This is an optimization exercise on Yosys and OpenROAD, whose aim is small area, a short achievable clock period and few clock cycles, not a production implementation. Only the layout flow was run in this run; the RTL was not checked for function there. No activity file was given, so power comes from the tool's default toggle rates.

==> flow/design.v <==
module huffman(clk, reset, sram_a, sram_d, sram_wen, sram_q, finish);
input            clk;
input            reset;
output     [9:0] sram_a;
output     [7:0] sram_d;
output reg       sram_wen;
input      [7:0] sram_q;
output reg       finish;
reg [7:0] a;           
reg [6:0] X;           
reg       rd, lf, wr;  
reg       s1, s2, sf;  
reg [2:0] k;           
reg       hm;          
reg [2:0] qr;          
reg [6:0] cnt [0:5];
reg [4:0] R   [0:5];
reg [5:0] Q   [0:5];
assign sram_a = {2'b00, a};
assign sram_d = {1'b0, X};
integer s, j;
function lt7(input [6:0] x, input [6:0] y);
    reg [6:0] l, g;
    reg l10, g10, l32, g32, l54, g54, l30, g30, l64, g64;
    begin
        l = ~x & y;
        g = x & ~y;
        l10 = l[1] | (~g[1] & l[0]);  g10 = g[1] | (~l[1] & g[0]);
        l32 = l[3] | (~g[3] & l[2]);  g32 = g[3] | (~l[3] & g[2]);
        l54 = l[5] | (~g[5] & l[4]);  g54 = g[5] | (~l[5] & g[4]);
        l30 = l32 | (~g32 & l10);     g30 = g32 | (~l32 & g10);
        l64 = l[6] | (~g[6] & l54);   g64 = g[6] | (~l[6] & g54);
        lt7 = l64 | (~g64 & l30);
    end
endfunction
function [6:0] inc7(input [6:0] x, input e);
    integer i;
    reg p;
    begin
        p = 1'b1;
        for (i = 0; i < 7; i = i + 1) begin
            inc7[i] = x[i] ^ (e & p);
            p = p & x[i];
        end
    end
endfunction
reg [6:0] n_cnt [0:5];
reg [5:0] lt, in, nw;
reg [4:0] T;
reg [6:0] selA, selB, selL;
reg [5:0] selQ, W;
reg [4:0] Mo, Ho;
reg [6:0] nX;
always @(*) begin
    for (s = 0; s < 6; s = s + 1) begin
        n_cnt[s] = inc7(cnt[s], rd && a[7:1] != 7'd0 && qr == s + 1);
        lt[s] = lt7(cnt[s], X);
        in[s] = (rd || lf) ? s < k : !R[s][3];
        nw[s] = (rd || lf) ? s == k : R[s][3];
    end
    for (j = 0; j < 5; j = j + 1) begin
        T[j] = 1'b0;
        for (s = 0; s < 6; s = s + 1)
            if (in[s] && lt[s] && (j == 0 || R[s][j - 1])) T[j] = 1'b1;
    end
    selA = 7'd0; selB = 7'd0; selL = 7'd0; selQ = 6'd0;
    for (s = 0; s < 6; s = s + 1) begin
        if (!R[s][0]) selB = selB | cnt[s];
        if (R[s][0] && !R[s][1]) selA = selA | cnt[s];
        if (k == (s + 5) % 6) selL = selL | cnt[s];
        if (k == s) selQ = selQ | Q[s];
    end
    W = sf ? {Q[0][4:0], !R[0][0]} : selQ;
    for (j = 0; j < 5; j = j + 1) begin
        Mo[j] = |(W >> (j + 1));
        Ho[j] = 1'b0;
        for (s = j + 1; s < 6; s = s + 1)
            if (W[s] && !(|(W >> (s + 1))) && W[s - 1 - j]) Ho[j] = 1'b1;
    end
    if (rd) nX = n_cnt[1];
    else if (lf) nX = selL;
    else if (s1) nX = selA + selB;
    else nX = {2'd0, (wr && hm) ? Mo : Ho};
end
always @(posedge clk) begin
    qr <= sram_q[2:0];
    X <= nX;
    sram_wen <= reset || (rd && a != 8'd101) || s1 || s2;
    finish <= !reset && wr && a == 8'd145;
    for (s = 0; s < 6; s = s + 1) begin
        if (reset) cnt[s] <= 7'd0;
        else if (s2 && R[s][3]) cnt[s] <= X;
        else cnt[s] <= n_cnt[s];
        if (reset) Q[s] <= 6'd1;
        else if (s2 && R[s][3]) Q[s] <= {Q[s][4:0], R[s][4]};
        else if (sf) Q[s] <= {Q[s][4:0], !R[s][0]};
        if (s1) begin
            if (!R[s][1]) R[s] <= {!R[s][0], 4'b1111};
            else R[s] <= {2'b00, R[s][4:2]};
        end else begin
            if (nw[s]) R[s] <= T;
            else R[s] <= R[s] | ({R[s][3:0], 1'b1} & {5{!lt[s]}});
        end
    end
    if (reset) begin
        a <= 8'd0;
        {rd, lf, wr, s1, s2, sf} <= 6'b100000;
        k <= 3'd0;
    end else begin
        s2 <= s1;
        sf <= s2 && k == 3'd3;
        s1 <= (lf && k == 3'd5) || (s2 && k != 3'd3);
        if (rd) begin
            if (a == 8'd101) begin
                rd <= 1'b0;
                lf <= 1'b1;
                k <= 3'd1;
                a <= 8'd129;
            end else begin
                a <= a + 8'd1;
            end
        end
        if (lf) begin
            if (k == 3'd5) begin
                lf <= 1'b0;
                k <= 3'd0;
                a <= 8'd128;
            end else begin
                k <= k + 3'd1;
                a <= a + 8'd1;
            end
        end
        if (s1 || s2) a <= 8'd134;
        if (s2) k <= k + 3'd1;
        if (sf) begin
            wr <= 1'b1;
            k <= 3'd1;
            hm <= 1'b0;
            a <= 8'd134;
        end
        if (wr) begin
            a <= a + 8'd1;
            if (k == 3'd5) begin
                k <= 3'd0;
                hm <= 1'b1;
            end else begin
                k <= k + 3'd1;
            end
        end
    end
end
endmodule
==> flow/flow/run.sh <==
#!/bin/bash
# Own layout flow: the standard synthesis, then the combinational logic
# re-mapped by ABC with its default (area-recovering) script, keeping every
# register instance of the standard synthesis as it is; then the standard
# layout from floorplan to finish on the re-mapped netlist, with every input
# and output port buffered by a plain buffer (sky130_fd_sc_hd__buf_2) rather
# than the delay cell buffer_ports picks by default.
set -euo pipefail
W=$(pwd)
YOSYS=${FLOW_HOME}/../tools/install/yosys/bin/yosys
R=$W/orfs/results/${FLOW_PLATFORM}/huffman/base

bash standard.sh synth > $W/flow_synth.log 2>&1
cp $R/1_2_yosys.v $W/std_synth.v
cd $W
$YOSYS -s $W/flow/remap.ys > $W/flow_remap.log 2>&1
python3 $W/flow/fixports.py $W/remapped0.v $W/remapped.v > $W/flow_fixports.log 2>&1
cp $W/remapped.v $R/1_2_yosys.v
rm -f $R/1_synth.odb
BUFFER_PORTS_ARGS='-buffer_cell sky130_fd_sc_hd__buf_2' bash standard.sh finish > $W/flow_finish.log 2>&1
==> flow/flow/fixports.py <==
#!/usr/bin/env python3
"""Rewrite 'assign <port bits> = <nets>;' in a flat Yosys netlist so that the
nets take the port names: each net named on the right of such an assign is
renamed to the port bit it drives. A net that drives two ports keeps one and
gets a buffer to the other."""
import re, sys

src, dst = sys.argv[1], sys.argv[2]
text = open(src).read()

def split_concat(s):
    s = s.strip()
    if s.startswith('{'):
        return [x.strip() for x in s[1:-1].split(',')]
    return [s]

def expand(items, widths):
    out = []
    for it in items:
        m = re.fullmatch(r'([A-Za-z_][A-Za-z0-9_$]*)\[(\d+):(\d+)\]', it)
        if m:
            n, hi, lo = m.group(1), int(m.group(2)), int(m.group(3))
            step = -1 if hi >= lo else 1
            out += ['%s[%d]' % (n, i) for i in range(hi, lo + step, step)]
        elif it in widths and widths[it] > 1:
            out += ['%s[%d]' % (it, i) for i in range(widths[it] - 1, -1, -1)]
        else:
            out.append(it)
    return out

widths = {}
for m in re.finditer(r'^\s*(?:wire|input|output)\s*\[(\d+):(\d+)\]\s*([A-Za-z_][A-Za-z0-9_$]*)\s*;', text, re.M):
    widths[m.group(3)] = int(m.group(1)) - int(m.group(2)) + 1

ren = {}
bufs = []
keep = []
for m in re.finditer(r'^\s*assign\s+(.*?)\s*=\s*(.*?)\s*;\s*$', text, re.M):
    lhs = expand(split_concat(m.group(1)), widths)
    rhs = expand(split_concat(m.group(2)), widths)
    assert len(lhs) == len(rhs), m.group(0)
    for l, r in zip(lhs, rhs):
        if re.fullmatch(r'_\d+_', r) and r not in ren:
            ren[r] = l
        else:
            bufs.append((r if r not in ren else ren[r], l))
text = re.sub(r'^\s*assign\s+.*?;\s*$\n', '', text, flags=re.M)
for net in ren:
    text = re.sub(r'^\s*wire\s+%s\s*;\s*$\n' % re.escape(net), '', text, flags=re.M)
def sub(m):
    return ren.get(m.group(0), m.group(0))
text = re.sub(r'\b_\d+_\b', sub, text)
extra = ''
for i, (a, b) in enumerate(bufs):
    extra += '  sky130_fd_sc_hd__buf_2 fixport_%d (\n    .A(%s),\n    .X(%s)\n  );\n' % (i, a, b)
text = text.replace('endmodule', extra + 'endmodule', 1)
open(dst, 'w').write(text)
print('renamed', len(ren), 'nets; buffered', len(bufs))
==> flow/flow/remap.ys <==
read_liberty -ignore_miss_func /OpenROAD-flow-scripts/flow/platforms/sky130hd/lib/sky130_fd_sc_hd__tt_025C_1v80.lib
read_verilog std_synth.v
hierarchy -top huffman
setattr -mod -set keep_hierarchy 1 sky130_fd_sc_hd__df* sky130_fd_sc_hd__edf* sky130_fd_sc_hd__conb_1
flatten
rename -hide w:*.*
opt_clean
abc -liberty /OpenROAD-flow-scripts/flow/platforms/sky130hd/lib/sky130_fd_sc_hd__tt_025C_1v80.lib -dont_use *lpflow* -dont_use *probe*
opt_clean -purge
setundef -zero
hilomap -hicell sky130_fd_sc_hd__conb_1 HI -locell sky130_fd_sc_hd__conb_1 LO
splitnets
opt_clean -purge
select huffman
stat -liberty /OpenROAD-flow-scripts/flow/platforms/sky130hd/lib/sky130_fd_sc_hd__tt_025C_1v80.lib
write_verilog -noattr -selected remapped0.v
==> flow/standard.sh <==
#!/bin/bash
# synth_recipe.tcl (not shown) runs the flow's synth.tcl, then flattens the netlist and writes it again
# the make line also repeats each setting of config.mk as NAME=value (left out here)
make -C /OpenROAD-flow-scripts/flow DESIGN_CONFIG=/design/flow/config.mk WORK_HOME=/design/flow/orfs CLKGATE_MAP_FILE= SYNTH_SCRIPT=/design/flow/synth_recipe.tcl "${@:-finish}"
==> flow/config.mk <==
export PLATFORM = sky130hd
export DESIGN_NAME = huffman
export DESIGN_NICKNAME = huffman
export VERILOG_FILES = /design/flow/design.v
export SDC_FILE = /design/flow/constraint.sdc
export NUM_CORES = 4
export LEC_CHECK = 0
export CAP_MARGIN = 20
export CORE_MARGIN = 2
export CORE_UTILIZATION = 30
export CTS_BUF_LIST = sky130_fd_sc_hd__clkbuf_4 sky130_fd_sc_hd__clkbuf_8
export CTS_CLUSTER_SIZE = 30
export SETUP_SLACK_MARGIN = 4.4
export SLEW_MARGIN = 20
==> flow/constraint.sdc <==
create_clock -name core_clock -period 7.0 [get_ports {clk}]
set_input_delay 1.4000 -clock core_clock [delete_from_list [all_inputs] [get_ports {clk}]]
set_output_delay 1.4000 -clock core_clock [all_outputs]
set_load 0.01 [all_outputs]
==> run summary <==
path summary, 6_finish.rpt:
path	start	endpoint	slack, ps	cells past startpoint
worst min register to register	Q[4][5]	Q[4][5]	490	2
worst max register to register	cnt[3][0]	R[4][3]	4000	12
worst min-delay path	Q[4][5]	Q[4][5]	490	2
worst max-delay path	cnt[3][0]	R[4][3]	4000	12
placed cells by master, fill, tap and decap left out, types with 6 or more instances in the layout:
master     count
a211o_1       13
a211oi_1       8
and2_4         7
nand4_1        8
nor3_1        10
nor2b_4        6
maj3_2         6
o21ai_0       90
mux2i_1       34
a222oi_1      36
clkbuf_8      18
nand3_1       13
o22ai_1       16
clkinv_2       7
and2_0        14
nor2_1        96
buf_6         13
xor2_1        10
xnor2_1       27
nand2_1       68
buf_4         57
a2111oi_0      6
a211oi_2       6
a21oi_1      100
a31oi_1        9
dfxtp_4       12
clkinv_1      31
buf_2         21
a21oi_2       26
nand2b_1      10
and3_1         7
dfxtp_2       21
dfxtp_1      104
repair_timing:
| item | in CTS | in global routing |
|---|---|---|
| gates cloned | 0 | 0 |
| hold endpoints to repair | 0 | 0 |
| gates resized for setup | 146 | 67 |
| setup buffers | 43 | 22 |
| pin swaps | 39 | 32 |
| endpoints found under the setup margin | 62 | 55 |
metrics by stage:
| step | total power [mW] | hold WS [ps] |
|---|---|---|
| final | 1.64 | 493 |
| after global routing | 1.69 | 549 |
| after floorplan | 0.849 | 443 |
| after global placement | 0.871 | 478 |
| after CTS | 1.64 | 503 |
| after detailed placement | 0.871 | 481 |
power by group through the flow:
stage	sequential [mW]	clock (mW)	combinational [mW]
after detailed placement	0.817	0	0.0543
after floorplan	0.815	0	0.0345
after global placement	0.817	0	0.0541
after global routing	0.795	0.804	0.0908
final	0.794	0.758	0.0846
after CTS	0.795	0.771	0.0765
routing by layer:
layer	track usage (%)	vias up	part of all wire (%)
met4	9.25	0	3.5
met5	0	-	0
li1	-	3883	-
met3	4.60	82	9.0
met1	28.4	3939	43
met2	31.3	434	44
state kept, by name, indices dropped and copies added, names as in the netlist, 3 cells and up:
signal / cells
k: 3
R: 30
a: 8
X: 7
Q: 36
cnt: 42
qr: 3
area by class of cell:
class	count	area, µm²
Inverter	42	179
Clock inverter	14	209
Fill cell	2600	15200
Sequential cell	138	2840
Multi-Input combinational cell	771	5330
Clock buffer	18	248
Timing Repair Buffer	94	739
Tap cell	330	413
worst max-delay path: cells and delay by family, from the launching register on:
family	cells	cell delay (ps)
buf+inv	1	140
compound gates	5	840
fa+ha+maj	4	1240
simple gates	2	350
flops	1	350
==> results.py <==
metrics = {
    "status": {
        "status": "no timing/DRC/antenna violations",
    },
    "floorplanning": {
        "die_w_um": 164,
        "die_height_um": 164,
        "core_area_um2": 25100,
        "initial_core_util_pct": 30.5,
        "rows": 58,
        "dieArea_um2": 26800,
        "boundaryPins": 30,
    },
    "pwr": {
        "internal_power_mw": 1.23,
        "p_leak_nw": 3.64,
        "powerDensity_nw_per_um2": 164,
        "power_frac_clock_pct": 46.3,
        "power_switching_mw": 0.405,
        "pwr-share-comb_pct": 5.2,
        "pwr-share-seq_pct": 48.5,
        "p_sw_share_pct": 24.8,
        "vdd.ir_drop.worst_uv": 112,
    },
    "drt": {
        "drc_errors": 0,
        "routed_wl_mm": 28.6,
        "drt-wirelength-per-cell_um": 20.3,
        "firstDrtPassIters": 10,
        "drt-initial-drc-count": 1204,
        "vias_per_cell": 5.93,
        "vias": 8338,
        "ant_nets": 0,
    },
    "critical_path": {
        "critPathMaxStageDelay_ps": 350,
        "cp-end-kind": "register",
        "slowest_stage": "dfxtp_4",
        "startpoint_type": "register",
        "criticalPathCategory": "reg2reg",
        "path_cells": "nand2b_4, maj3_2, maj3_2, maj3_2, maj3_2, a21oi_2, o22ai_4, a211oi_4, a222oi_1, and2_4, buf_4, a221oi_2",
        "required_ps": 7390,
        "arrival_ps": 3390,
        "crit_fanout": 6,
        "path_common_cell": "maj3_2",
    },
    "sta": {
        "period_share_pct": 42.9,
        "final_max_slew_viol_count": 0,
        "slew_headroom_pct": 43.9,
        "hold_viol": 0,
        "fin_skew_ps": 17.0,
        "finalSetupTns_ps": 0,
        "worstMarginPinSlew_ps": 834,
        "fin_crit_ps": 3000,
        "worst_slack_ps": 4000,
        "rsz0062_at_grt": "yes",
        "setup_violations": 0,
        "timing.fmax_ghz": 0.333,
    },
    "global_routing": {
        "grt_max_degree": 50,
        "antenna_found_initial": 0,
        "grt_pass1_wl_mm": 43.2,
        "gr-usage-all-layers_pct": 20.8,
        "grt.overflow.total": 0,
        "grt_pass1_vias": 7606,
    },
    "finish": {
        "nets": 1074,
        "synthToLayoutAreaGrowth_pct": 30.2,
        "final_core_util_pct": 39.7,
        "diodes": 0,
        "final_cell_area_um2": 9960,
        "drive_above_1_share_pct": 25.9,
        "fin_cells": 1407,
    },
    "placement": {
        "pre_cts_ws_ps": 3170,
        "place_congestion": 0.936,
        "numPortBuffers": 21,
        "dp_hpwl_mm": 18.9,
        "post_dp_cell_area_um2": 8280,
        "dp_cells": 1310,
    },
    "hold_path": {
        "hp-class": "reg2reg",
    },
    "run": {
        "drv_cap": 0,
    },
    "logic_synthesis": {
        "synth.avg_cell_area_um2": 8.05,
        "synth.yosys.warnings": 11,
        "synthCells": 951,
        "syn_area_um2": 7650,
    },
    "clock_network": {
        "htree_levels": 4,
        "clk_path_buf_depth": 2,
        "ctsHoldBuffers": 0,
        "clkTransAtPathRegs_ps": 90,
        "cts_buffers": 17,
        "cts_tree": "done",
        "cts-root-buf": "clkbuf_8",
        "clk_latency_ps": 470,
        "cts_sinks": 138,
    },
}

==> re-timing with driven ports <==
How much do the figures lean on ideal ports? The routed layout below was timed once more, with nothing changed but the port constraints. Step 1 sets driving cells, clkbuf_16 on the clock port and buf_2 on the other inputs (assumed; they add their load-dependent delay and slew). Step 2 moves the port delays by t, midway between the first and last clock arrival at a register: inputs arrive t later, outputs are due t later. That takes back most of the time a late clock gives input paths. a / b / c = no drivers / after step 1 / after step 2; a / b = the first two.
shift t [ns]: 0.506
setup slack, ns: 3.995 / 3.995 / 3.995
worst setup path at the end: register to register
cell pins on the clock port's net: 1
After both steps this run still meets setup and hold. The setup slack of this run moves by 0.000 ns with the drivers and by 0.000 ns with both steps.
